Context: an optimization exercise on an open-source flow, tuned for small area and a short achievable clock period. The choices shown serve that exercise and are no tape-out recipe. Function was not checked in any run shown here: the RTL went through the layout flow alone. No activity file was given, so power comes from the tool's default toggle rates.

==> flow/design.v (outline; a module is shown in full before it is edited, if it fits) <==
// module computing_core: 1088 lines
module computing_core(
    input clk,
    input reset,
    input [31:0] data_kernel,
    input [31:0] data_in_0,
    output [31:0] data_out_0,
    output reg en,
    output reg done
    );
  // ...
==> flow/run.sh <==
#!/bin/bash
# synth_recipe.tcl (not shown) runs the flow's synth.tcl, then flattens the netlist and writes it again
# the make line also repeats each setting of config.mk as NAME=value (left out here)
make -C /OpenROAD-flow-scripts/flow DESIGN_CONFIG=/design/flow/config.mk WORK_HOME=/design/flow/orfs CLKGATE_MAP_FILE= SYNTH_SCRIPT=/design/flow/synth_recipe.tcl finish
==> flow/config.mk <==
export PLATFORM = sky130hd
export DESIGN_NAME = computing_core
export DESIGN_NICKNAME = computing_core
export VERILOG_FILES = /design/flow/design.v
export SDC_FILE = /design/flow/constraint.sdc
export NUM_CORES = 4
export LEC_CHECK = 0
export CAP_MARGIN = 20
export CORE_MARGIN = 2
export CORE_UTILIZATION = 40
export SLEW_MARGIN = 20
==> flow/constraint.sdc <==
create_clock -name core_clock -period 8.0 [get_ports {clk}]
set_input_delay 1.6000 -clock core_clock [delete_from_list [all_inputs] [get_ports {clk}]]
set_output_delay 1.6000 -clock core_clock [all_outputs]
set_load 0.01 [all_outputs]
==> summary.txt, run 1 <==
Status
  – Status: timing/DRC/antenna clean

Clocking
  – Clock latency (worst-skew pair): roughly 0.61 ns
  – Root Buffer: clkbuf_16

Layout
  – Layout cells sized above 1: 8.56%
  – FF/Latch Area: 14100 sq um
  – Largest class: registers
  – Commonest cells after routing, fill and taps aside: dfxtp_1 (403), inv_1 (331), a22oi_1 (290)

Synth
  – XOR/XNOR Fraction of Synth Area: 10.3%
  – Post-synthesis mux area share: 2.09%
  – Post-synthesis simple-gate area fraction: 3.65%
  – Sequential share of the synthesized area: 47.2%
  – Yosys Warn Count: 1

Routing
  – Met2 wire len: 36.2 mm
  – Vias per inst: 5.26

Timing
  – Fmax: 0.243 GHz
  – Final period util: 51.5%

Critical path
  – Crit path buffers/inverters: 1
  – Worst EP required: 8.50 ns
  – Stages on worst setup path: 11

Floorplan
  – Number of core rows: 100
  – Tap Cells: 969

Pwr
  – Static leakage: 13.8 nW
  – Switch Pwr: 4.86 mW

Min path
  – Hold Path Depth: 0

Global routing
  – Total grt overflow: 0
==> run 2: changes to the inputs <==
--- a/flow/config.mk
+++ b/flow/config.mk
@@ -7,2 +7,3 @@
 export LEC_CHECK = 0
+export ABC_CLOCK_PERIOD_IN_PS = 2500
 export CAP_MARGIN = 20
@@ -10,2 +11,3 @@
 export CORE_UTILIZATION = 40
+export SETUP_SLACK_MARGIN = 5
 export SLEW_MARGIN = 20
==> run 2 against run 1 <==
  * Still clean on timing, DRC and antenna
  * Synthesized area is the same
  * Sequential power is essentially flat
  * Power grew 12%
  * Final cell count grew 1.3%
  * Worst setup slack gained 0.62 ns
  * Utilization grew 1.5 points
  * Routed wire length grew 2.4%
  * Critical path type unchanged
  * Largest power group unchanged
==> summary.txt, run 2 <==
Status
  – Status: timing/DRC/antenna clean

Min path
  – Worst Hold End: kr2[25]$_DFF_P_
  – Hold Path Depth: 0 (unchanged)
  – Hold WC Path Type: reg -> reg
  – Min-delay src: kr1[25]$_DFF_P_

Timing
  – Fmax: 0.285 GHz (+18%)
  – Worst Skew: 0.0223 ns
  – Final period util: 43.8% (-7.7 points)
  – Minimum clock period: 3.50 ns
  – Setup TNS: 0 ns
  – Relative slew margins: 33.2%
  – RSZ-0062 raised after global routing: true
  – Final setup fails: 0
  – Worst-margin pin slew: 1.00 ns
  – Final number of hold-violating endpoints: 0
  – Max Slew Vio Count: 0

Synth
  – Synthesized net count: 2860
  – Asr flop ratio synth: approximately 1.3%
  – Seq cells post-synth: 606
  – Post-synth EDFFs: 192
  – Sequential share of the synthesized area: 47.2% (unchanged)
  – Top cells by area, synth: dfxtp_1 (27%), edfxtp_1 (19%), fa_1 (15%)
  – Top cell type's share of synthesized area: between 20% and 30%
  – Most frequent cells after synthesis: dfxtp_1 (406), inv_1 (331), a22oi_1 (290), xnor2_1 (259), fa_1 (223)
  – Yosys Warn Count: 1 (unchanged)
  – Post-synth cell types: a little over 70
  – Most common cell in the netlist: dfxtp_1
  – Synth Cell Area: 29900 sq um
  – Mean post-synth cell area: 11.9 sq um
  – Cell count after synthesis: between 2000 and 3000
  – Synth area leader: dfxtp_1
  – Synth Flop Type: dfxtp_1

Layout
  – Biggest register: ca
  – Final nets: 2940
  – Fillers: 6613
  – Post-route non-filler standard cell count: 3607
  – Most common cell after layout, fill and taps aside: dfxtp_1
  – Ant. Diodes: 0
  – Layout cells sized above 1: 14.6% (+6.0 points)
  – Area delta synth->final: 18.0%
  – Largest register FFs: roughly 170
  – Commonest cells after routing, fill and taps aside: dfxtp_1 (390), inv_1 (323), a22oi_1 (290)

Routing
  – Pre-Repair DR Iteration Count: 7
  – Wirelength per Cell: 21.1 um
  – Vias per inst: 5.29 (+0.45%)
  – Final ANT Viol Nets: 0
  – Vias: 19100
  – Initial DRC count: 1613
  – Routed WL: between 70 and 80 mm
  – Residual DRC: 0

Floorplan
  – Die height: roughly 280 um
  – Die area: 76900 sq um
  – Core Region: 74200 sq um
  – Number of core rows: 100 (unchanged)
  – Starting density of the core: 40.3%
  – Io pins: 100
  – Die W: 277 um

Clocking
  – Clock latency (worst-skew pair): 0.61 ns (about the same)
  – Clock tree buffer depth: 3
  – Clock H-tree levels: 3
  – Root Buffer: clkbuf_16
  – Cts hold-fix bufs: 0
  – CTS tree: built
  – Cts bufs inserted: 67
  – Clk slew on worst S/H paths: 0.06 ns
  – CTS Sinks: approximately 610

Global routing
  – Total grt overflow: 0 (unchanged)
  – First-pass GRT wire length: roughly 120 mm
  – Largest net degree at the start of global routing: 34
  – Antenna violations before repair: 3
  – Vias in the first global route: 20000
  – GRT Util Overall: 19.7%

Placed design
  – GP Congestion: between 0.8 and 0.9
  – I/O Buffers: 99
  – Cells after DPL: roughly 3400
  – Post-DP HPWL: 49.3 mm

Critical path
  – Worst reg2reg path endpoint: s[31]$_DFF_P_
  – Critical Path Source: done$_DFF_PN0_
  – Critical path class: reg -> reg
  – Reg2reg start: done$_DFF_PN0_
  – Crit end category: register
  – R2r setup slk: 4.50 ns
  – Crit path DAT: 3.99 ns
  – Worst R2R Path Depth: 11
  – Startpoint Class: register
  – Worst EP required: 8.48 ns (-0.02 ns)
  – Crit Path Max Fanout: 7

Pwr
  – VDD IR max: between 0.2 and 0.3 mV
  – PwrDens: roughly 420 nW/um^2
  – Static leakage: 14.1 nW (+2.4%)

Run
  – Max-Cap Viols: 0
==> run 2: cell counts after synthesis <==
No cell type changed its count.
==> run 2: worst max-delay path, cell delays in order (launching register included) <==
cell	delay [ns]
dfrtp_4	0.54
buf_12	0.16
nand2b_4	0.13
fa_1	0.49
inv_2	0.05
ha_4	0.29
nand4_1	0.17
or3_4	0.37
or4_4	0.57
a221oi_4	0.36
a221oi_2	0.12
xnor2_1	0.14
==> run 2: routing by layer <==
layer  global-route usage (%)  up-vias  wire length [um]
met2                     34.0      685             37900
li1                         -     8609                 -
met1                     25.1     9623             31600
met3                     2.95      149              4360
met5                        0        -                13
met4                     6.70        2              2100
==> run 2: cell type report <==
type / instances / area, sq um / area share [%]
multi-input cells: 1389 / 14600 / 41.3
flip-flops and latches: 606 / 14100 / 40.1
clock buffers: 94 / 1980 / 5.62
repair buffers: 189 / 1690 / 4.80
inverters: 331 / 1240 / 3.52
well taps: 969 / 1210 / 3.44
clock inverters: 29 / 419 / 1.19
==> run 2: repair_timing <==
action | CTS | global route
cloned | 1 | 0
pin swaps | 29 | 43
setup buffers | 25 | 23
endpoints found under the setup margin | 118 | 44
hold endpoints to repair | 0 | 0
gates resized for setup | 141 | 61
==> run 2: through the flow <==
step / worst slack, ns / instance area, sq um / utilization [%] / hold WS (ns) / power [mW]
6_report: 4.50 / 35300 / 47.5 / 0.322 / 14.8
5_1_grt: 4.38 / 35300 / 47.5 / 0.329 / 15.8
4_1_cts: 4.57 / 34800 / 46.9 / 0.325 / 14.1
3_5_place_dp: 4.20 / 31800 / 42.8 / 0.312 / 9.96
3_3_place_gp: 4.32 / 31800 / 42.8 / 0.311 / 9.85
2_1_floorplan: 4.80 / 30000 / - / 0.310 / 8.22
==> run 2: cell families (layout without fill, tap and decap cells) <==
| group | count (synthesis) | count (layout) | synth area share (%) |
|---|---|---|---|
| DFF | 606 | 606 | 47.2 |
| buffers and inverters | 510 | 643 | 6.68 |
| AOI/OAI and AO/OA | 484 | 484 | 12.4 |
| xor gates and xnor gates | 350 | 350 | 10.3 |
| adders and majority gates | 290 | 290 | 17.8 |
| and+or+nand+nor | 208 | 209 | 3.65 |
| muxes | 56 | 56 | 2.09 |
==> run 2: worst max-delay path by stage <==
stage | to | depth (start not counted) | slack [ns]
6_report | s[31]$_DFF_P_ | 11 | 4.50
5_1_grt | s[31]$_DFF_P_ | 11 | 4.38
4_1_cts | s[31]$_DFF_P_ | 12 | 4.57
3_5_place_dp | s[31]$_DFF_P_ | 11 | 4.20
3_3_place_gp | s[19]$_DFF_P_ | 11 | 4.32
2_1_floorplan | s[19]$_DFF_P_ | 12 | 4.80
==> run 2: power breakdown <==
part	internal [mW]	switching (mW)
clock network	2.03	1.25
registers	3.83	0.259
logic	3.45	3.99
total	9.31	5.50

==> what the ideal ports hide <==
In the flow no input, the clock included, has a driving cell. The finished layouts below were timed again as built, in two steps.
Step 1 (the two cells are an assumption about what drives the block):
set clk [get_ports {clk}]
set_driving_cell -lib_cell sky130_fd_sc_hd__clkbuf_16 $clk
set_driving_cell -lib_cell sky130_fd_sc_hd__buf_2 [delete_from_list [all_inputs] $clk]
Step 2 moves the port delays by t, midway between the first and last clock arrival at a register: inputs arrive t later, outputs are due t later. That takes back most of the time a late clock gives input paths.
Slacks: ideal / step 1 / step 2; pairs: ideal / step 1.
run | t, ns | setup WS [ns] | clock arrival spread, ns | worst slew at a driven data input, ns
run 1 | 0.664 | 3.880 / 3.880 / 3.880 | 0.019 / 0.020 | 0.09
run 2 | 0.665 | 4.497 / 4.497 / 4.497 | 0.023 / 0.023 | 0.11
After both steps setup and hold are still met in every run listed.
